This is an optimization exercise on Yosys and OpenROAD, whose aim is a short achievable clock period and few clock cycles, not a production implementation.
No run shown here included a check of the RTL's function; only the layout flow was run.
No activity file was given, so power comes from the tool's default toggle rates.

--- flow/design.v ---
module main(clk, rst, mem_rdata, mem_addr, mem_wdata, mem_we);
	input clk, rst;
	input [15:0] mem_rdata;       
	output [7:0] mem_addr;
	output [7:0] mem_wdata;
	output mem_we;
	reg k_fetch, k_ld, k_st, k_bip;
	reg [7:0] addr_q, wdata_q;
	reg we_q;
	reg [7:0] fpc;                     
	reg fpc_bip;                       
	reg [2:0] ld_rd;
	reg [63:0] rf;
	reg [7:0] res_q;                   
	reg fz, fc;
	reg dv;
	reg [15:0] ir;
	reg [7:0] d_fa;
	reg d_pred;
	reg v;
	reg [7:0] e_fa;
	reg e_wr, e_setf, e_arith, e_sub, e_and, e_or, e_xor, e_shf, e_passb;
	reg e_ld, e_st, e_bc, e_pred;
	reg [1:0] e_cc;
	reg [2:0] e_rd;
	reg [7:0] e_alt;
	reg [5:0] e_off;
	reg [7:0] opA, opB, opS;
	reg fwdA, fwdBp, fwdBn, fwdS;
	reg [2:0] iA, iB, iS;
	reg uA, uB, uS;
	reg [2:0] ramt;
	reg [7:0] smask;
	assign mem_addr = addr_q;
	assign mem_wdata = wdata_q;
	assign mem_we = we_q;
	wire adv = ~(k_ld | k_st);
	wire exec = v & adv;
	wire [7:0] A = fwdA ? res_q : opA;
	wire [7:0] B = ({8{fwdBp}} & res_q) | ({8{fwdBn}} & ~res_q) | ({8{~(fwdBp | fwdBn)}} & opB);
	wire [7:0] S = fwdS ? res_q : opS;
	wire [8:0] sum;
	wire co;
	cla8 alu_add(.a(A), .b(B), .cin(e_sub), .s(sum[7:0]), .co(co));
	assign sum[8] = co;
	wire [7:0] mar;
	wire mar_co;
	cla8 adr_add(.a(A), .b({2'b00, e_off}), .cin(1'b0), .s(mar), .co(mar_co));
	wire [7:0] pg = A ^ B;
	wire [7:0] cz = {A[6:0] | B[6:0], e_sub};
	wire z_add = &(~(pg ^ cz));
	wire [7:0] rot1 = ramt[0] ? {A[6:0], A[7]} : A;
	wire [7:0] rot2 = ramt[1] ? {rot1[5:0], rot1[7:6]} : rot1;
	wire [7:0] rot4 = ramt[2] ? {rot2[3:0], rot2[7:4]} : rot2;
	wire [7:0] r_oth = ({8{e_and}} & (A & B)) | ({8{e_or}} & (A | B)) | ({8{e_xor}} & (A ^ B)) |
	                   ({8{e_shf}} & rot4 & smask) | ({8{e_passb}} & B);
	wire [7:0] result = e_arith ? sum[7:0] : r_oth;
	wire z_new = e_arith ? z_add : ~|r_oth;
	wire c_new = e_arith & (sum[8] ^ e_sub);
	reg taken_e;
	always @(*)
		case (e_cc)
			2'b00: taken_e = fz;
			2'b01: taken_e = ~fz;
			2'b10: taken_e = fc;
			default: taken_e = ~fc;
		endcase
	wire mispred = exec & e_bc & (taken_e ^ e_pred);
	wire e_mem = exec & (e_ld | e_st);
	wire [15:0] I = ir;
	wire d_alu0 = (I[15:14] == 2'b00);
	wire d_alu1 = (I[15:14] == 2'b01);
	wire d_mem  = (I[15:14] == 2'b10);
	wire d_br   = (I[15:14] == 2'b11);
	wire d_imm  = I[11];
	wire d_mov  = d_alu0 & (I[13:12] == 2'b11) & d_imm;
	wire d_sub  = d_alu0 & (I[13:12] == 2'b01 || I[13:12] == 2'b10);
	wire d_cmp  = d_alu0 & (I[13:12] == 2'b10);
	wire d_logic = d_alu1 & (I[13:11] <= 3'd2);
	wire d_shift = d_alu1 & (I[13:11] >= 3'd3);
	wire d_bl   = d_br & (I[13:12] == 2'b01);
	wire d_bc   = d_br & (I[13:12] == 2'b11);
	wire d_st   = d_mem & ~I[13];
	wire [7:0] d_fa2 = {d_fa[7:1] + 7'd1, d_fa[0]};
	wire [7:0] d_target = {2'b00, I[5:0]};
	wire [7:0] ext = {3'b000, I[4:0]} << I[7:5];
	wire [7:0] rRn = rf[I[7:5]*8 +: 8];
	wire [7:0] rRd = rf[I[10:8]*8 +: 8];
	wire [7:0] rRm = rf[I[2:0]*8 +: 8];
	wire selA_rd = (d_alu0 & d_imm) | d_shift;
	wire selA_0  = d_mem & I[12];
	wire [2:0] d_iA = selA_rd ? I[10:8] : I[7:5];
	wire d_uA = (d_alu0 & ~d_mov) | d_alu1 | (d_mem & ~I[12]);
	wire d_uB = (d_alu0 & ~d_imm) | d_logic;
	wire d_uS = d_st;
	wire [7:0] d_opA = selA_0 ? 8'd0 : (selA_rd ? rRd : rRn);
	wire [7:0] d_opB0 = d_mem ? {2'b00, I[11], I[4:0]} :
	                    d_br  ? d_fa2 :
	                    (d_alu0 & d_imm) ? ext : rRm;
	wire [7:0] d_opB = d_sub ? ~d_opB0 : d_opB0;
	wire d_right = (I[13:11] == 3'b100) | (I[13:11] == 3'b110) | (I[13:11] == 3'b111);
	wire d_rotop = (I[13:11] == 3'b011) | (I[13:11] == 3'b100);
	wire [2:0] d_ramt = d_right ? (3'd0 - ext[2:0]) : ext[2:0];
	wire d_zero = d_rotop ? (ext[7:4] != 4'd0) : (ext[7:3] != 5'd0);
	wire d_full = d_rotop & ~ext[3] & (ext[7:4] == 4'd0);
	wire [7:0] d_mask = d_zero ? 8'h00 : d_full ? 8'hFF :
	                    d_right ? (8'hFF >> ext[2:0]) : (8'hFF << ext[2:0]);
	wire fwd_en = exec & e_wr;
	wire [15:0] M = mem_rdata;
	wire f_br = (M[15:14] == 2'b11);
	wire f_bi = f_br & (M[13:12] == 2'b10);
	wire f_bc = f_br & (M[13:12] == 2'b11);
	wire [7:0] fa2 = {addr_q[7:1] + 7'd1, addr_q[0]};
	wire f_back = (addr_q[7:6] != 2'b00) | (M[5:0] <= addr_q[5:0]);
	wire f_taken = f_br & ~f_bi & (~f_bc | f_back);
	reg [7:0] own_a;
	reg own_bip;
	always @(*) begin
		if (k_fetch) begin
			own_a = f_taken | f_bi ? {2'b00, M[5:0]} : fa2;
			own_bip = f_bi;
		end else if (k_bip) begin
			own_a = M[7:0];
			own_bip = 1'b0;
		end else begin
			own_a = fpc;
			own_bip = fpc_bip;
		end
	end
	wire next_e_st = adv ? (dv & (ir[15:13] == 3'b100)) : (v & e_st);
	wire hitE = v & ((addr_q == e_fa) | (addr_q == e_fa + 8'd1));
	wire hitD = dv & ((addr_q == d_fa) | (addr_q == d_fa + 8'd1));
	wire [7:0] ld_data = mem_rdata[7:0];
	wire rf_we = (exec & e_wr) | k_ld;
	wire [2:0] rf_wa = k_ld ? ld_rd : e_rd;
	wire [7:0] rf_wd = k_ld ? ld_data : result;
	integer i;
	always @(posedge clk) begin
		if (rst) begin
			k_fetch <= 1'b1; k_ld <= 1'b0; k_st <= 1'b0; k_bip <= 1'b0;
			addr_q <= 8'd0;
			we_q <= 1'b0;
			v <= 1'b0;
			dv <= 1'b0;
			fpc_bip <= 1'b0;
			fz <= 1'b0; fc <= 1'b0;
			rf <= {8'd0, 8'd6, 8'd5, 8'd4, 8'd3, 8'd2, 8'd1, 8'd0};
		end else begin
			if (rf_we) begin
				for (i = 0; i < 8; i = i + 1)
					if (rf_wa == i) rf[i*8 +: 8] <= rf_wd;
				res_q <= rf_wd;
			end
			if (exec & e_setf) begin
				fz <= z_new;
				fc <= c_new;
			end
			we_q <= 1'b0;
			if (adv) begin
				v <= dv & ~mispred;
				e_fa <= d_fa;
				e_wr <= (d_alu0 & ~d_cmp) | d_alu1 | d_bl;
				e_setf <= d_alu0 | d_alu1;
				e_arith <= (d_alu0 & ~d_mov) | d_mem;
				e_sub <= d_sub;
				e_and <= d_alu1 & (I[13:11] == 3'b000);
				e_or  <= d_alu1 & (I[13:11] == 3'b001);
				e_xor <= d_alu1 & (I[13:11] == 3'b010);
				e_shf <= d_shift;
				e_passb <= d_mov | d_bl;
				e_ld <= d_mem & I[13];
				e_st <= d_st;
				e_bc <= d_bc;
				e_pred <= d_pred;
				e_cc <= I[11:10];
				e_rd <= I[10:8];
				e_alt <= d_pred ? d_fa2 : d_target;
				e_off <= {I[11], I[4:0]};
				opA <= d_opA;
				opB <= d_opB;
				opS <= rRd;
				iA <= d_iA; iB <= I[2:0]; iS <= I[10:8];
				uA <= d_uA; uB <= d_uB; uS <= d_uS;
				fwdA <= fwd_en & d_uA & (e_rd == d_iA);
				fwdBp <= fwd_en & d_uB & ~d_sub & (e_rd == I[2:0]);
				fwdBn <= fwd_en & d_uB & d_sub & (e_rd == I[2:0]);
				fwdS <= fwd_en & d_uS & (e_rd == I[10:8]);
				ramt <= d_ramt;
				smask <= d_mask;
				dv <= k_fetch & ~mispred;
				ir <= M;
				d_fa <= addr_q;
				d_pred <= f_bc & f_back;
				if (mispred) begin
					addr_q <= e_alt;
					k_fetch <= 1'b1; k_ld <= 1'b0; k_st <= 1'b0; k_bip <= 1'b0;
				end else if (e_mem) begin
					addr_q <= mar;
					we_q <= e_st;
					wdata_q <= S;
					ld_rd <= e_rd;
					fpc <= own_a;
					fpc_bip <= own_bip;
					k_fetch <= 1'b0; k_ld <= e_ld; k_st <= e_st; k_bip <= 1'b0;
				end else if (own_bip & next_e_st) begin
					fpc <= own_a;
					fpc_bip <= 1'b1;
					k_fetch <= 1'b0; k_ld <= 1'b0; k_st <= 1'b0; k_bip <= 1'b0;
				end else begin
					addr_q <= own_a;
					k_fetch <= ~own_bip; k_ld <= 1'b0; k_st <= 1'b0; k_bip <= own_bip;
				end
			end else begin
				if (k_ld) begin
					fwdA <= uA & (iA == ld_rd);
					fwdBp <= uB & ~e_sub & (iB == ld_rd);
					fwdBn <= uB & e_sub & (iB == ld_rd);
					fwdS <= uS & (iS == ld_rd);
				end
				if (k_st & (hitE | hitD)) begin
					v <= v & ~hitE;
					dv <= 1'b0;
					addr_q <= hitE ? e_fa : d_fa;
					k_fetch <= 1'b1; k_ld <= 1'b0; k_st <= 1'b0; k_bip <= 1'b0;
				end else if (fpc_bip & next_e_st) begin
					k_fetch <= 1'b0; k_ld <= 1'b0; k_st <= 1'b0; k_bip <= 1'b0;
				end else begin
					addr_q <= fpc;
					k_fetch <= ~fpc_bip; k_ld <= 1'b0; k_st <= 1'b0; k_bip <= fpc_bip;
				end
			end
		end
	end
endmodule
module cla8(a, b, cin, s, co);
	input [7:0] a, b;
	input cin;
	output [7:0] s;
	output co;
	wire [7:0] p = a ^ b;
	wire [7:0] g = {a[7:1] & b[7:1], (a[0] & b[0]) | (p[0] & cin)};
	wire [7:0] g1, p1;
	assign g1[0] = g[0];
	assign p1[0] = 1'b0;
	genvar i;
	generate
		for (i = 1; i < 8; i = i + 1) begin : l1
			assign g1[i] = g[i] | (p[i] & g[i-1]);
			assign p1[i] = p[i] & p[i-1];
		end
	endgenerate
	wire [7:0] g2, p2;
	assign g2[0] = g1[0];
	assign p2[0] = 1'b0;
	assign g2[1] = g1[1] | (p1[1] & g1[0]);
	assign p2[1] = 1'b0;
	generate
		for (i = 2; i < 8; i = i + 1) begin : l2
			assign g2[i] = g1[i] | (p1[i] & g1[i-2]);
			assign p2[i] = p1[i] & p1[i-2];
		end
	endgenerate
	wire [7:0] g3;
	generate
		for (i = 0; i < 4; i = i + 1) begin : l3a
			assign g3[i] = g2[i];
		end
		for (i = 4; i < 8; i = i + 1) begin : l3b
			assign g3[i] = g2[i] | (p2[i] & g2[i-4]);
		end
	endgenerate
	assign s = p ^ {g3[6:0], cin};
	assign co = g3[7];
endmodule
--- flow/run.sh ---
#!/bin/bash
# synth_recipe.tcl (not shown) runs the flow's synth.tcl, then flattens the netlist and writes it again
# the make line also repeats each setting of config.mk as NAME=value (left out here)
make -C /OpenROAD-flow-scripts/flow DESIGN_CONFIG=/design/flow/config.mk WORK_HOME=/design/flow/orfs CLKGATE_MAP_FILE= SYNTH_SCRIPT=/design/flow/synth_recipe.tcl finish
--- flow/config.mk ---
export PLATFORM = sky130hd
export DESIGN_NAME = main
export DESIGN_NICKNAME = main
export VERILOG_FILES = /design/flow/design.v
export SDC_FILE = /design/flow/constraint.sdc
export NUM_CORES = 4
export LEC_CHECK = 0
export ABC_CLOCK_PERIOD_IN_PS = 1800
export CAP_MARGIN = 20
export CORE_MARGIN = 2
export CORE_UTILIZATION = 40
export GPL_TIMING_DRIVEN = 1
export SETUP_SLACK_MARGIN = 3.6
export SLEW_MARGIN = 20
export TNS_END_PERCENT = 100
--- flow/constraint.sdc ---
create_clock -name core_clock -period 5.5 [get_ports {clk}]
set_input_delay 1.1000 -clock core_clock [delete_from_list [all_inputs] [get_ports {clk}]]
set_output_delay 1.1000 -clock core_clock [all_outputs]
set_load 0.01 [all_outputs]
==> results of run 1 <==
==> layout make-up <==
type                            instances  area, µm²
Clock buffer                           28      615.6
Clock inverter                         16      138.9
Fill cell                            2683      14310
Inverter                               57      225.2
Multi-Input combinational cell        930       9311
Sequential cell                       215       5683
Tap cell                              448      560.5
Timing Repair Buffer                  265       2604
==> kinds of logic (layout without fill, tap and decap cells) <==
kind of cell | count (synthesis) | after routing | synth area share (%)
fa+ha+maj | 43 | 43 | 4.136
mux | 181 | 181 | 18.83
flops | 215 | 215 | 41.65
compound gates | 297 | 298 | 14.70
simple gates | 331 | 332 | 11.57
xor+xnor | 76 | 76 | 4.911
buf+inv | 146 | 366 | 4.200
==> stage by stage <==
step | power, µW | util, % | hold slack (ps)
detailed placement | 3006 | 43.80 | 476.6
global route | 5369 | 57.22 | 517.9
finish | 5211 | 57.22 | 482.6
CTS | 4968 | 53.78 | 485.1
floorplan | 2694 | - | 420.6
global placement | 2998 | 43.80 | 463.1
==> critical path, stage by stage (launching register included) <==
cell	delay, ps
edfxtp_1	460
buf_6	160
a211oi_2	160
a21o_1	160
inv_2	60
fa_2	360
buf_4	150
a21o_1	170
a21oi_2	230
o21ba_4	180
o21ai_2	70
a21o_1	190
a311oi_4	450
a211o_4	260
mux2i_1	90
==> synth_stat cells (all sizes together) (5+ instances only) <==
cell type and n:
ha 40, clkbuf 65, nand2b 10, nand2 96
xnor2 40, nor3 19, o31ai 6, nor2 95
o22ai 9, buf 24, o21a 6, o21ai 60
a211oi 35, o221ai 5, a21o 12, a31oi 14
o211ai 14, nand4b 5, and3 13, nor2b 14
nand4 10, edfxtp 134, a311oi 9, a21oi 77
mux2 32, xor2 36, mux2i 93, mux4 56
a2111oi 6, inv 55, and2 9, dfxtp 81
nand3 36
==> path summary, 6_finish.rpt <==
kind / start / endpoint / slack (ps) / depth (start not counted)
min reg2reg: rf[6] / rf[6] / 480 / 2
max reg2reg: fwdBn / rf[63] / 2220 / 14
min: rf[6] / rf[6] / 480 / 2
max: fwdBn / rf[63] / 2220 / 14
==> power by group through the flow <==
stage	combinational, µW	sequential [µW]	clock, µW
6_report	1680	1970	1570
5_1_grt	1750	1970	1640
4_1_cts	1430	1960	1580
3_5_place_dp	980	2030	0
3_3_place_gp	973	2020	0
2_1_floorplan	770	1920	0
==> routing by layer <==
layer / wire, µm / vias up
met3: 4698 / 159
li1: - / 5253
met1: 19950 / 6062
met2: 22540 / 673
met4: 2108 / 2
met5: 11 / -
==> timing repair <==
action / 4_1_cts / 5_1_grt
setup endpoints to repair: 278 / 186
resized for setup: 409 / 130
buffers inserted: 150 / 56
pin swaps: 80 / 79
gates cloned: 7 / 4
==> impl_metrics.yaml, run 1 <==
global_routing:
  antenna_found_initial: 1
  grt-ovfl-total: 0
  gr-max-usage-layer: "met2"
  grt_pass1_vias: 11290
  grt_use_met2_pct: 41.61
  gr-usage-met1_pct: 36.73
  met3_usage_pct: 4.118
  grt_max_degree: 80
  grt_pass1_wl_um: 71040
  grt_use_total_pct: 26.33
worst_hold_path:
  hold_class: "register to register"
timing:
  fin_ws_ps: 2223
  final.min_clock_period_ps: 3277
  finalSetupViolations: 0
  hold_viol: 0
  worst_pin_slew_ps: 815.4
  finalClockSkew_ps: 25.28
  fin_setup_tns_ps: 0
  final_max_slew_viol_count: 0
  max_slew_margin_pct: 45.64
  min_period_over_period_pct: 59.58
  max_freq_mhz: 305.2
  grt_setup_unrepaired: "true"
yosys:
  synth_area_mm2: 0.01355
  synth_largest_area_cell: "edfxtp_1"
  yosysSeqAreaShare_pct: 41.65
  synth_edf_count: 134
  ys_types: 79
  ys_ff_latch: 215
  ys_top_cells_by_area: "edfxtp_1, dfxtp_1, mux4_2"
  async_flop_share_pct: 0
  syn_avg_cell_area_um2: 10.51
  syn_inst: 1289
  synth_fp_nets: 1350
  yosys_warnings: 1
  synth_top_area_share_pct: 29.69
  synth_flop_cell: "edfxtp_1"
final_layout:
  area_growth_pct: 41.21
  final_common_cell: "buf_4"
  largest_reg_flops: 64
  diodes: 0
  drive_above_1_share_pct: 44.28
  reg_top3: "rf: 64 flops, ir: 16 flops"
  max_flop_register: "rf"
  layout.cells.non_filler: 1959
  final_cell_mix: "buf_4, edfxtp_1, nand2_1, nor2_1, mux2i_1"
  nets: 1554
  final_area_mm2: 0.01914
cts:
  hold_buffers: 0
  cts.sinks: 215
  cts-root-buf: "clkbuf_16"
  clk_path_buf_depth: 3
  clock_latency_ps: 540
  cts_made_buffers: 24
  path_clk_slew_ps: 60
  htreeDepth: 1
  tritoncts: "built"
drt:
  drc_errors: 0
  firstDrtPassIters: 6
  post_drt_wl_per_cell_um: 25.17
  drt_iter0_drc: 1398
  wl_um: 49300
  avgViaCountPerCell: 6.202
  via_count: 12150
  postRouteAntennaNets: 0
floorplan:
  dieArea_mm2: 0.03537
  io_pins: 35
  core_region_area_mm2: 0.03345
  rows: 67
  fp.dieH_um: 188.1
  die_x_um: 188.1
  start_util_pct: 40.52
placed_design:
  dp_hpwl_um: 29730
  placed_cells: 1698
  dpl_cell_area_mm2: 0.01465
  pre_cts_ws_ps: 955.3
  io_buffers: 34
  place.gp.congestion: 0.8790
pwr:
  p_int_uw: 3537
  p_clk_share_pct: 30.1
  power.net_switching_uw: 1674
  p_sw_share_pct: 32.13
  leakage_uw: 0.007148
  p_comb_share_pct: 32.2
  peakVddDrop_mv: 0.2303
  p_per_area_mw_per_mm2: 272.3
  seqPwrFrac_pct: 37.7
setup_path:
  crit_path_end_kind: "register"
  cp_max_fo: 8
  cp-start-kind: "register"
  cp.required_ps: 5910
  crit_arrival_ps: 3690
  critPathKind: "register to register"
status:
  status: "no timing/DRC/antenna violations"
flow_run:
  cap_violations: 0
==> inputs of run 2 (changes only) <==
--- a/flow/design.v
+++ b/flow/design.v
@@ -11,7 +11,6 @@
 	reg fpc_bip;                       
 	reg [2:0] ld_rd;
 	reg [63:0] rf;
-	reg [7:0] res_q;                   
 	reg fz, fc;
 	reg dv;
 	reg [15:0] ir;
@@ -26,7 +25,6 @@
 	reg [7:0] e_alt;
 	reg [5:0] e_off;
 	reg [7:0] opA, opB, opS;
-	reg fwdA, fwdBp, fwdBn, fwdS;
 	reg [2:0] iA, iB, iS;
 	reg uA, uB, uS;
 	reg [2:0] ramt;
@@ -36,9 +34,9 @@
 	assign mem_we = we_q;
 	wire adv = ~(k_ld | k_st);
 	wire exec = v & adv;
-	wire [7:0] A = fwdA ? res_q : opA;
-	wire [7:0] B = ({8{fwdBp}} & res_q) | ({8{fwdBn}} & ~res_q) | ({8{~(fwdBp | fwdBn)}} & opB);
-	wire [7:0] S = fwdS ? res_q : opS;
+	wire [7:0] A = opA;
+	wire [7:0] B = opB;
+	wire [7:0] S = opS;
 	wire [8:0] sum;
 	wire co;
 	cla8 alu_add(.a(A), .b(B), .cin(e_sub), .s(sum[7:0]), .co(co));
@@ -93,11 +91,18 @@
 	wire d_uA = (d_alu0 & ~d_mov) | d_alu1 | (d_mem & ~I[12]);
 	wire d_uB = (d_alu0 & ~d_imm) | d_logic;
 	wire d_uS = d_st;
-	wire [7:0] d_opA = selA_0 ? 8'd0 : (selA_rd ? rRd : rRn);
+	wire fwd_en = exec & e_wr;
+	wire bpA = fwd_en & (e_rd == d_iA);
+	wire bpB = fwd_en & (e_rd == I[2:0]);
+	wire bpS = fwd_en & (e_rd == I[10:8]);
+	wire [7:0] vA = bpA ? result : (selA_rd ? rRd : rRn);
+	wire [7:0] vB = bpB ? result : rRm;
+	wire [7:0] d_opA = selA_0 ? 8'd0 : vA;
 	wire [7:0] d_opB0 = d_mem ? {2'b00, I[11], I[4:0]} :
 	                    d_br  ? d_fa2 :
-	                    (d_alu0 & d_imm) ? ext : rRm;
+	                    (d_alu0 & d_imm) ? ext : vB;
 	wire [7:0] d_opB = d_sub ? ~d_opB0 : d_opB0;
+	wire [7:0] d_opS = bpS ? result : rRd;
 	wire d_right = (I[13:11] == 3'b100) | (I[13:11] == 3'b110) | (I[13:11] == 3'b111);
 	wire d_rotop = (I[13:11] == 3'b011) | (I[13:11] == 3'b100);
 	wire [2:0] d_ramt = d_right ? (3'd0 - ext[2:0]) : ext[2:0];
@@ -105,14 +110,13 @@
 	wire d_full = d_rotop & ~ext[3] & (ext[7:4] == 4'd0);
 	wire [7:0] d_mask = d_zero ? 8'h00 : d_full ? 8'hFF :
 	                    d_right ? (8'hFF >> ext[2:0]) : (8'hFF << ext[2:0]);
-	wire fwd_en = exec & e_wr;
 	wire [15:0] M = mem_rdata;
 	wire f_br = (M[15:14] == 2'b11);
 	wire f_bi = f_br & (M[13:12] == 2'b10);
 	wire f_bc = f_br & (M[13:12] == 2'b11);
 	wire [7:0] fa2 = {addr_q[7:1] + 7'd1, addr_q[0]};
-	wire f_back = (addr_q[7:6] != 2'b00) | (M[5:0] <= addr_q[5:0]);
-	wire f_taken = f_br & ~f_bi & (~f_bc | f_back);
+	wire f_pbne = f_bc & (M[11:10] == 2'b01);
+	wire f_taken = f_br & ~f_bi & (~f_bc | f_pbne);
 	reg [7:0] own_a;
 	reg own_bip;
 	always @(*) begin
@@ -149,7 +153,6 @@
 			if (rf_we) begin
 				for (i = 0; i < 8; i = i + 1)
 					if (rf_wa == i) rf[i*8 +: 8] <= rf_wd;
-				res_q <= rf_wd;
 			end
 			if (exec & e_setf) begin
 				fz <= z_new;
@@ -178,19 +181,15 @@
 				e_off <= {I[11], I[4:0]};
 				opA <= d_opA;
 				opB <= d_opB;
-				opS <= rRd;
+				opS <= d_opS;
 				iA <= d_iA; iB <= I[2:0]; iS <= I[10:8];
 				uA <= d_uA; uB <= d_uB; uS <= d_uS;
-				fwdA <= fwd_en & d_uA & (e_rd == d_iA);
-				fwdBp <= fwd_en & d_uB & ~d_sub & (e_rd == I[2:0]);
-				fwdBn <= fwd_en & d_uB & d_sub & (e_rd == I[2:0]);
-				fwdS <= fwd_en & d_uS & (e_rd == I[10:8]);
 				ramt <= d_ramt;
 				smask <= d_mask;
 				dv <= k_fetch & ~mispred;
 				ir <= M;
 				d_fa <= addr_q;
-				d_pred <= f_bc & f_back;
+				d_pred <= f_pbne;
 				if (mispred) begin
 					addr_q <= e_alt;
 					k_fetch <= 1'b1; k_ld <= 1'b0; k_st <= 1'b0; k_bip <= 1'b0;
@@ -212,10 +211,9 @@
 				end
 			end else begin
 				if (k_ld) begin
-					fwdA <= uA & (iA == ld_rd);
-					fwdBp <= uB & ~e_sub & (iB == ld_rd);
-					fwdBn <= uB & e_sub & (iB == ld_rd);
-					fwdS <= uS & (iS == ld_rd);
+					if (uA & (iA == ld_rd)) opA <= ld_data;
+					if (uB & (iB == ld_rd)) opB <= e_sub ? ~ld_data : ld_data;
+					if (uS & (iS == ld_rd)) opS <= ld_data;
 				end
 				if (k_st & (hitE | hitD)) begin
 					v <= v & ~hitE;
==> run 2 against run 1 <==
Routed wire length fell by 9.7%. Die area fell by 1.2%. Hold slack got worse by 63 ps. Still clean on timing, DRC and antenna. First-iteration DRC count fell by 16%. Sequential cell count fell by 12. Core utilization fell by 3.4 points.
==> impl_metrics.yaml, run 2 <==
status:
  status: "no timing/DRC/antenna violations"
cts:
  clk_path_buf_depth: 3
  cts.sinks: 203
  tritoncts: "built"
  cts_made_buffers: 24
  path_clk_slew_ps: 60
  cts-root-buf: "clkbuf_16"
  htreeDepth: 1
  clock_latency_ps: 530
yosys:
  async_flop_share_pct: 0
  syn_avg_cell_area_um2: 10.13
  synthTopCellsByCount: "edfxtp_1, nand2_1, nor2_1, mux2i_1, dfxtp_1"
  ys_types: 86
  ys_top_cells_by_area: "edfxtp_1, dfxtp_1, mux4_2"
  synth_flop_cell: "edfxtp_1"
  syn_inst: 1321
  synth_top_area_share_pct: 27.38
  synth_edf_count: 122
  synth_area_mm2: 0.01338
  ys_ff_latch: 203
  yosysSeqAreaShare_pct: 39.50
  synth_largest_area_cell: "edfxtp_1"
  synth_fp_nets: 1376
  yosys_warnings: 1
final_layout:
  nets: 1524
  diodes: 0
  n_fill_cell: 2852
  largest_reg_flops: 64
  seqCellArea_mm2: 0.005325
  layout.cells.non_filler: 1929
  max_flop_register: "rf"
  final_cell_mix: "buf_4, edfxtp_1, nand2_1, nor2_1, mux2i_1"
  area_growth_pct: 31.46
  final_common_cell: "buf_4"
  reg_top3: "rf: 64 flops, ir: 16 flops"
  drive_above_1_share_pct: 36.99
  multi_input_area_mm2: 0.008773
global_routing:
  grt_use_total_pct: 24.75
  antenna_found_initial: 0
  grt-ovfl-total: 0
  grt_max_degree: 58
  grt_pass1_wl_um: 67010
  grt_pass1_vias: 11210
drt:
  wl_um: 44540
  drt_iter0_drc: 1169
  firstDrtPassIters: 7
  drc_errors: 0
  post_drt_wl_per_cell_um: 23.09
  via_count: 11590
  avgViaCountPerCell: 6.008
  postRouteAntennaNets: 0
timing:
  whs_ps: 419.2
  final.min_clock_period_ps: 2976
  finalClockSkew_ps: 12.05
  fin_setup_tns_ps: 0
  hold_viol: 0
  final_max_slew_viol_count: 0
  min_period_over_period_pct: 54.11
  finalSetupViolations: 0
  fin_ws_ps: 2524
  worst_pin_slew_ps: 1073
  max_slew_margin_pct: 28.44
  grt_setup_unrepaired: "true"
  max_freq_mhz: 336.0
floorplan:
  rows: 66
  die_x_um: 186.9
  fp.dieH_um: 186.9
  dieArea_mm2: 0.03493
  io_pins: 35
  start_util_pct: 40.92
  core_region_area_mm2: 0.03270
worst_hold_path:
  hold_class: "register to register"
pwr:
  peakVddDrop_mv: 0.2312
  p_int_uw: 3389
  leakage_uw: 0.006658
  power.net_switching_uw: 1562
  p_per_area_mw_per_mm2: 281.4
  seqPwrFrac_pct: 37.7
  p_sw_share_pct: 31.55
  p_clk_share_pct: 33.2
  p_comb_share_pct: 29.1
setup_path:
  cp.required_ps: 5770
  crit_arrival_ps: 3250
  crit_path_end_kind: "register"
  critPathKind: "register to register"
  cp-start-kind: "register"
  cp_max_fo: 7
placed_design:
  dp_hpwl_um: 28720
  place.gp.congestion: 0.9458
  io_buffers: 34
  pre_cts_ws_ps: 1946
  placed_cells: 1719
flow_run:
  cap_violations: 0
## run 2: cell count changes after synthesis, moves of 8 or more
cell,change
a211oi_1,-10
edfxtp_1,-12
inv_1,-8
mux2_2,-9
nand2_1,+26
nor2_1,+10
nor2b_1,+9
o21ai_1,+9
## run 2: final timing paths
check / from / to / slack, ps / depth (start not counted)
setup / recovery: opA[2] / opB[7] / 2520 / 9
hold / removal: opS[0] / wdata_q[0] / 420 / 0
setup reg to reg: opA[2] / opB[7] / 2520 / 9
hold reg to reg: opS[0] / wdata_q[0] / 420 / 0
## run 2: kinds of logic (layout without fill, tap and decap cells)
kind of cell	count (synthesis)	count (layout)	share of synthesized area [%]
AO/OA/AOI/OAI	311	311	15.47
XOR/XNOR	83	83	5.489
adder cells (fa/ha/maj)	37	37	3.628
buffers and inverters	141	306	4.413
flip-flops	203	203	39.50
multiplexers	168	168	18.03
AND/OR/NAND/NOR	378	379	13.47
## run 2: routing by layer
layer,vias up,global-route usage [%],part of all wire (%)
met4,0,10.35,4.7
met5,-,0,0
met1,5674,33.02,41
met3,124,3.396,7.6
met2,561,40.51,47
li1,5231,-,-
## run 2: final cells by class
type | instances | area share (%)
sequential | 203 | 30.27
multi-input combinational | 978 | 49.87
clock inverter | 12 | 0.6828
clock buffer | 32 | 3.954
inverter | 47 | 1.088
timing repair buffer | 215 | 10.99
tap | 442 | 3.144
## run 2: power by group through the flow
stage | Clock (µW) | Combinational (µW) | Sequential (µW)
4_1_cts | 1660 | 1290 | 1860
3_3_place_gp | 0 | 958 | 1940
3_5_place_dp | 0 | 964 | 1940
5_1_grt | 1720 | 1530 | 1870
2_1_floorplan | 0 | 785 | 1820
6_report | 1640 | 1440 | 1860
## run 2: critical path: stages (launching register included)
cell	delay, ps
edfxtp_1	540
inv_1	80
ha_1	420
a211o_1	360
a2111o_1	390
a21o_1	200
a311o_1	340
a21oi_2	140
xor2_1	150
a21oi_1	90
## run 2: what timing repair did
action | CTS | global route
pin swaps | 59 | 63
cloned | 2 | 0
setup endpoints to repair | 268 | 182
gates resized for setup | 272 | 94
buffers inserted | 144 | 20
hold buffers | 0 | 0
## run 2: stage by stage
step | cell area (µm²) | utilization (%) | total power [µW]
after CTS | 17010 | 52.02 | 4815
after floorplan | 13960 | - | 2606
after detailed placement | 14380 | 43.98 | 2904
after global routing | 17590 | 53.80 | 5122
final | 17590 | 53.80 | 4951
after global placement | 14370 | 43.95 | 2894
==> inputs of run 3 (changes only) <==
--- a/flow/design.v
+++ b/flow/design.v
@@ -12,6 +12,9 @@
 	reg [2:0] ld_rd;
 	reg [63:0] rf;
 	reg fz, fc;
+	reg [7:0] res_q;                   
+	reg [2:0] res_wa;
+	reg res_we;
 	reg dv;
 	reg [15:0] ir;
 	reg [7:0] d_fa;
@@ -44,9 +47,8 @@
 	wire [7:0] mar;
 	wire mar_co;
 	cla8 adr_add(.a(A), .b({2'b00, e_off}), .cin(1'b0), .s(mar), .co(mar_co));
-	wire [7:0] pg = A ^ B;
 	wire [7:0] cz = {A[6:0] | B[6:0], e_sub};
-	wire z_add = &(~(pg ^ cz));
+	wire z_add = &(~((A ^ cz) ^ B));
 	wire [7:0] rot1 = ramt[0] ? {A[6:0], A[7]} : A;
 	wire [7:0] rot2 = ramt[1] ? {rot1[5:0], rot1[7:6]} : rot1;
 	wire [7:0] rot4 = ramt[2] ? {rot2[3:0], rot2[7:4]} : rot2;
@@ -82,9 +84,9 @@
 	wire [7:0] d_fa2 = {d_fa[7:1] + 7'd1, d_fa[0]};
 	wire [7:0] d_target = {2'b00, I[5:0]};
 	wire [7:0] ext = {3'b000, I[4:0]} << I[7:5];
-	wire [7:0] rRn = rf[I[7:5]*8 +: 8];
-	wire [7:0] rRd = rf[I[10:8]*8 +: 8];
-	wire [7:0] rRm = rf[I[2:0]*8 +: 8];
+	wire [7:0] rRn = (res_we & (res_wa == I[7:5])) ? res_q : rf[I[7:5]*8 +: 8];
+	wire [7:0] rRd = (res_we & (res_wa == I[10:8])) ? res_q : rf[I[10:8]*8 +: 8];
+	wire [7:0] rRm = (res_we & (res_wa == I[2:0])) ? res_q : rf[I[2:0]*8 +: 8];
 	wire selA_rd = (d_alu0 & d_imm) | d_shift;
 	wire selA_0  = d_mem & I[12];
 	wire [2:0] d_iA = selA_rd ? I[10:8] : I[7:5];
@@ -135,9 +137,18 @@
 	wire hitE = v & ((addr_q == e_fa) | (addr_q == e_fa + 8'd1));
 	wire hitD = dv & ((addr_q == d_fa) | (addr_q == d_fa + 8'd1));
 	wire [7:0] ld_data = mem_rdata[7:0];
-	wire rf_we = (exec & e_wr) | k_ld;
-	wire [2:0] rf_wa = k_ld ? ld_rd : e_rd;
-	wire [7:0] rf_wd = k_ld ? ld_data : result;
+	wire hit_any = k_st & (hitE | hitD);
+	wire [7:0] oth_a = mispred ? e_alt :
+	                   e_mem ? mar :
+	                   hit_any ? (hitE ? e_fa : d_fa) :
+	                   k_fetch ? fa2 : fpc;
+	wire f_jump = f_br & ~(M[13] & M[12] & ~f_pbne);    
+	wire no_ovr = ~mispred & ~e_mem;
+	wire useM6 = k_fetch & no_ovr & f_jump;
+	wire useM8 = k_bip & no_ovr;
+	wire [7:0] addr_nx;
+	assign addr_nx[5:0] = (useM6 | useM8) ? M[5:0] : oth_a[5:0];
+	assign addr_nx[7:6] = useM8 ? M[7:6] : useM6 ? 2'b00 : oth_a[7:6];
 	integer i;
 	always @(posedge clk) begin
 		if (rst) begin
@@ -147,13 +158,18 @@
 			v <= 1'b0;
 			dv <= 1'b0;
 			fpc_bip <= 1'b0;
+			res_we <= 1'b0;
 			fz <= 1'b0; fc <= 1'b0;
 			rf <= {8'd0, 8'd6, 8'd5, 8'd4, 8'd3, 8'd2, 8'd1, 8'd0};
 		end else begin
-			if (rf_we) begin
+			if (res_we) begin
 				for (i = 0; i < 8; i = i + 1)
-					if (rf_wa == i) rf[i*8 +: 8] <= rf_wd;
-			end
+					if (res_wa == i) rf[i*8 +: 8] <= res_q;
+			end
+			res_we <= (exec & e_wr) | k_ld;
+			res_wa <= k_ld ? ld_rd : e_rd;
+			res_q <= k_ld ? ld_data : result;
+			addr_q <= addr_nx;
 			if (exec & e_setf) begin
 				fz <= z_new;
 				fc <= c_new;
@@ -191,10 +207,8 @@
 				d_fa <= addr_q;
 				d_pred <= f_pbne;
 				if (mispred) begin
-					addr_q <= e_alt;
 					k_fetch <= 1'b1; k_ld <= 1'b0; k_st <= 1'b0; k_bip <= 1'b0;
 				end else if (e_mem) begin
-					addr_q <= mar;
 					we_q <= e_st;
 					wdata_q <= S;
 					ld_rd <= e_rd;
@@ -206,7 +220,6 @@
 					fpc_bip <= 1'b1;
 					k_fetch <= 1'b0; k_ld <= 1'b0; k_st <= 1'b0; k_bip <= 1'b0;
 				end else begin
-					addr_q <= own_a;
 					k_fetch <= ~own_bip; k_ld <= 1'b0; k_st <= 1'b0; k_bip <= own_bip;
 				end
 			end else begin
@@ -218,12 +231,10 @@
 				if (k_st & (hitE | hitD)) begin
 					v <= v & ~hitE;
 					dv <= 1'b0;
-					addr_q <= hitE ? e_fa : d_fa;
 					k_fetch <= 1'b1; k_ld <= 1'b0; k_st <= 1'b0; k_bip <= 1'b0;
 				end else if (fpc_bip & next_e_st) begin
 					k_fetch <= 1'b0; k_ld <= 1'b0; k_st <= 1'b0; k_bip <= 1'b0;
 				end else begin
-					addr_q <= fpc;
 					k_fetch <= ~fpc_bip; k_ld <= 1'b0; k_st <= 1'b0; k_bip <= fpc_bip;
 				end
 			end
@@ -235,38 +246,36 @@
 	input cin;
 	output [7:0] s;
 	output co;
-	wire [7:0] p = a ^ b;
-	wire [7:0] g = {a[7:1] & b[7:1], (a[0] & b[0]) | (p[0] & cin)};
-	wire [7:0] g1, p1;
-	assign g1[0] = g[0];
-	assign p1[0] = 1'b0;
+	wire [7:0] g0 = a & b;
+	wire [7:0] t0 = a | b;
+	wire [7:0] g1, t1, g2, t2, g3, t3;
 	genvar i;
 	generate
-		for (i = 1; i < 8; i = i + 1) begin : l1
-			assign g1[i] = g[i] | (p[i] & g[i-1]);
-			assign p1[i] = p[i] & p[i-1];
+		for (i = 0; i < 8; i = i + 1) begin : pre
+			if (i >= 1) begin : l1
+				assign g1[i] = g0[i] | (t0[i] & g0[i-1]);
+				assign t1[i] = t0[i] & t0[i-1];
+			end else begin : l1z
+				assign g1[i] = g0[i];
+				assign t1[i] = t0[i];
+			end
+			if (i >= 2) begin : l2
+				assign g2[i] = g1[i] | (t1[i] & g1[i-2]);
+				assign t2[i] = t1[i] & t1[i-2];
+			end else begin : l2z
+				assign g2[i] = g1[i];
+				assign t2[i] = t1[i];
+			end
+			if (i >= 4) begin : l3
+				assign g3[i] = g2[i] | (t2[i] & g2[i-4]);
+				assign t3[i] = t2[i] & t2[i-4];
+			end else begin : l3z
+				assign g3[i] = g2[i];
+				assign t3[i] = t2[i];
+			end
 		end
 	endgenerate
-	wire [7:0] g2, p2;
-	assign g2[0] = g1[0];
-	assign p2[0] = 1'b0;
-	assign g2[1] = g1[1] | (p1[1] & g1[0]);
-	assign p2[1] = 1'b0;
-	generate
-		for (i = 2; i < 8; i = i + 1) begin : l2
-			assign g2[i] = g1[i] | (p1[i] & g1[i-2]);
-			assign p2[i] = p1[i] & p1[i-2];
-		end
-	endgenerate
-	wire [7:0] g3;
-	generate
-		for (i = 0; i < 4; i = i + 1) begin : l3a
-			assign g3[i] = g2[i];
-		end
-		for (i = 4; i < 8; i = i + 1) begin : l3b
-			assign g3[i] = g2[i] | (p2[i] & g2[i-4]);
-		end
-	endgenerate
-	assign s = p ^ {g3[6:0], cin};
-	assign co = g3[7];
+	wire [8:0] c = {g3 | (t3 & {8{cin}}), cin};
+	assign s = (a ^ c[7:0]) ^ b;
+	assign co = c[8];
 endmodule
==> run 3 against run 2 <==
Core utilization is 1.0 points higher. Largest power group unchanged. Cell count is 6.0% higher. Sequential power is 8% higher. Critical endpoint is now opA[6].
==> impl_metrics.yaml, run 3 <==
setup_path:
  crit_slowest_cell: "edfxtp_1"
  slowest_delay_ps: 410
  reg2reg_from: "ir[13]"
  crit_path_end_kind: "register"
  crit_cells: 12
  cp-startpoint: "ir[13]"
  critical_path.top_delay_family: "multiplexers"
  rr_worst_depth: 12
  crit_buf_inv: 3
  critPathKind: "register to register"
  crit_chain: "inv_2 > ha_4 > o21a_1 > nor2_2 > o31ai_2 > buf_6 > mux2_4 > xor2_2 > nor4_4 > buf_6 > mux2i_1 > o21ai_1"
  cp_common_cell: "buf_6"
  crit_arrival_ps: 3180
  cp_max_fo: 6
  cp-start-kind: "register"
  cp.required_ps: 5740
  worstReg2RegEnd: "opA[6]"
  worstSetupEndpoint: "opA[6]"
  ff2ff_setup_slack_ps: 2560
final_layout:
  area_growth_pct: 34.36
  final_cell_mix: "nand2_1, buf_4, edfxtp_1, a21oi_1, dfxtp_1"
  largest_reg_flops: 64
  final_common_cell: "nand2_1"
  diodes: 0
  nets: 1626
  n_fill_cell: 2930
  reg_top3: "rf: 64 flops, ir: 16 flops"
  max_flop_register: "rf"
  drive_above_1_share_pct: 35.96
placed_design:
  dp_hpwl_um: 30920
  place.gp.congestion: 0.9372
  io_buffers: 34
cts:
  cts-root-buf: "clkbuf_16"
  clk_path_buf_depth: 3
  htreeDepth: 1
  path_clk_slew_ps: 60
  tritoncts: "built"
  cts.sinks: 215
  cts_made_buffers: 25
  hold_buffers: 0
  clock_latency_ps: 540
yosys:
  ys_top_cells_by_area: "edfxtp_1, dfxtp_1, mux4_2"
  async_flop_share_pct: 0
  yosysSeqAreaShare_pct: 41.00
  synth_fp_nets: 1444
  synth_edf_count: 133
  synth_area_mm2: 0.01375
  synthTopCellsByCount: "nand2_1, edfxtp_1, a21oi_1, dfxtp_1, nor2_1"
  ys_ff_latch: 215
  synth_top_area_share_pct: 29.06
  ys_types: 84
  synth_largest_area_cell: "edfxtp_1"
  yosys_warnings: 1
  synth.most_common_cell: "nand2_1"
  synth_flop_cell: "edfxtp_1"
  syn_avg_cell_area_um2: 9.854
  syn_inst: 1395
timing:
  finalSetupViolations: 0
  max_slew_margin_pct: 21.93
  worst_pin_slew_ps: 1159
  fin_setup_tns_ps: 0
  final_max_slew_viol_count: 0
  whs_ps: 415.1
  min_period_over_period_pct: 53.41
  hold_viol: 0
  max_freq_mhz: 340.4
  grt_setup_unrepaired: "true"
  finalClockSkew_ps: 24.09
  final.min_clock_period_ps: 2938
floorplan:
  dieArea_mm2: 0.03586
  die_x_um: 189.4
  rows: 67
  start_util_pct: 40.79
  io_pins: 35
  core_region_area_mm2: 0.03370
  fp.dieH_um: 189.4
pwr:
  totalPowerFinal_uw: 5109
  p_clk_share_pct: 32.4
  power.net_switching_uw: 1608
  p_int_uw: 3501
  p_per_area_mw_per_mm2: 276.6
  p_comb_share_pct: 28.3
  p_sw_share_pct: 31.47
  seqPwrFrac_pct: 39.3
  leakage_uw: 0.006910
  peakVddDrop_mv: 0.2610
global_routing:
  gr-usage-met1_pct: 35.98
  grt_use_met2_pct: 42.86
  grt_max_degree: 80
  met3_usage_pct: 4.208
  grt_pass1_vias: 11800
  grt_pass1_wl_um: 73370
  gr-max-usage-layer: "met2"
  grt_use_total_pct: 26.90
  grt-ovfl-total: 0
  antenna_found_initial: 1
drt:
  post_drt_wl_per_cell_um: 24.09
  postRouteAntennaNets: 0
  firstDrtPassIters: 5
  wl_um: 49230
  drt_iter0_drc: 1186
  via_count: 12320
  avgViaCountPerCell: 6.026
  drc_errors: 0
worst_hold_path:
  hold_class: "register to register"
flow_run:
  cap_violations: 0
status:
  status: "no timing/DRC/antenna violations"
-- run 3: cell count changes in the layout (fill, tap and decap cells not counted), sizes merged, moves of 10 or more --
cell and delta:
edfxtp +11, nand2 +94, nor3 -11, mux2i -19, buf +26, nor2 -29
mux2 +10, nor2b -13, xnor2 +13, o21ai +15, a21oi +14, a211oi -19
-- run 3: metal layers --
layer | routed length (µm) | vias up | part of all wire, %
met1 | 19910 | 6052 | 40
met4 | 2562 | 0 | 5.2
li1 | - | 5491 | -
met5 | 0 | - | 0
met2 | 22870 | 632 | 46
met3 | 3889 | 143 | 7.9
-- run 3: worst min path at each step --
stage               startpoint  cells after the start         end
finish                  opS[2]                      0  wdata_q[2]
global route            opS[2]                      0  wdata_q[2]
CTS                     opS[2]                      0  wdata_q[2]
detailed placement      opS[2]                      0  wdata_q[2]
global placement        opS[4]                      0  wdata_q[4]
floorplan               opS[0]                      0  wdata_q[0]
-- run 3: worst reg2reg max path, stage by stage, from the launching register on --
cell and delay [ps]:
edfxtp_1 410, inv_2 100, ha_4 130, o21a_1 130, nor2_2 60, o31ai_2 240
buf_6 180, mux2_4 320, xor2_2 160, nor4_4 320, buf_6 190, mux2i_1 310
o21ai_1 100
-- run 3: timing repair --
action	4_1_cts	5_1_grt
setup endpoints to repair	239	149
resized for setup	333	78
gates cloned	9	0
setup buffers	149	41
pin swaps	91	54
-- run 3: cell families after synthesis --
logic type	Yosys count	synth area share (%)
AOI/OAI and AO/OA	298	13.41
xor gates and xnor gates	101	6.435
adders and majority gates	36	3.295
buffers and inverters	145	4.224
DFF	215	41.00
muxes	159	16.99
and+or+nand+nor	441	14.66
-- run 3: area by class of cell --
cell class	count	area (µm²)	share of cell area [%]
clock inverters	12	116.4	0.6300
inverters	47	205.2	1.111
repair buffers	249	2337	12.65
well taps	448	560.5	3.035
multi-input cells	1037	8869	48.02
flip-flops and latches	215	5673	30.72
repair inverters	2	18.77	0.1016
clock buffers	34	689.4	3.733
-- run 3: power by group through the flow --
stage	sequential, µW	combinational (µW)	clock, µW
after floorplan	1940	739	0
after global placement	2080	890	0
after detailed placement	2090	901	0
after CTS	2000	1280	1670
after global routing	2020	1520	1740
final	2010	1450	1650
-- run 3: metrics by stage --
step | setup slack (ps) | utilization (%) | instance area [µm²] | instances
2_1_floorplan | 2539 | - | 14320 | 1395
3_3_place_gp | 2173 | 43.71 | 14730 | 1799
3_5_place_dp | 2119 | 43.73 | 14740 | 1799
4_1_cts | 2735 | 52.80 | 17790 | 2003
5_1_grt | 2461 | 54.80 | 18470 | 2044
6_report | 2562 | 54.80 | 18470 | 2044

afterwards: timing with drivers on the ports:
The flow's constraints put no driver on any port. The routed layouts listed below were extracted and timed again, unchanged, in two steps.
Step 1: set_driving_cell puts a clkbuf_16 on clk and a buf_2 on each other input, an assumption about the parent block.
Step 2 times the ports against the registers' clock, not the clock port: input delays grow and output delays shrink by t, the midpoint of the rising clock arrivals with the driver on.
a / b / c = ideal ports / drivers / drivers and shift; a / b = the first two.
| run | t, ns | setup slack, ns | worst hold slack (ns) | worst register clock-pin slew, ns | cell pins on the clock port's net |
|---|---|---|---|---|---|
| run 1 | 0.581 | 2.223 / 2.223 / 2.009 | 0.483 / 0.483 / 0.483 | 0.06 / 0.06 | 1 |
| run 2 | 0.575 | 2.524 / 2.524 / 2.524 | 0.419 / 0.419 / 0.419 | 0.06 / 0.06 | 1 |
| run 3 | 0.575 | 2.562 / 2.562 / 2.562 | 0.415 / 0.415 / 0.415 | 0.06 / 0.06 | 1 |
After both steps every run listed still meets setup and hold. The setup slack of run 1, which loses most, moves by 0.000 ns with the drivers and by -0.214 ns with both steps.
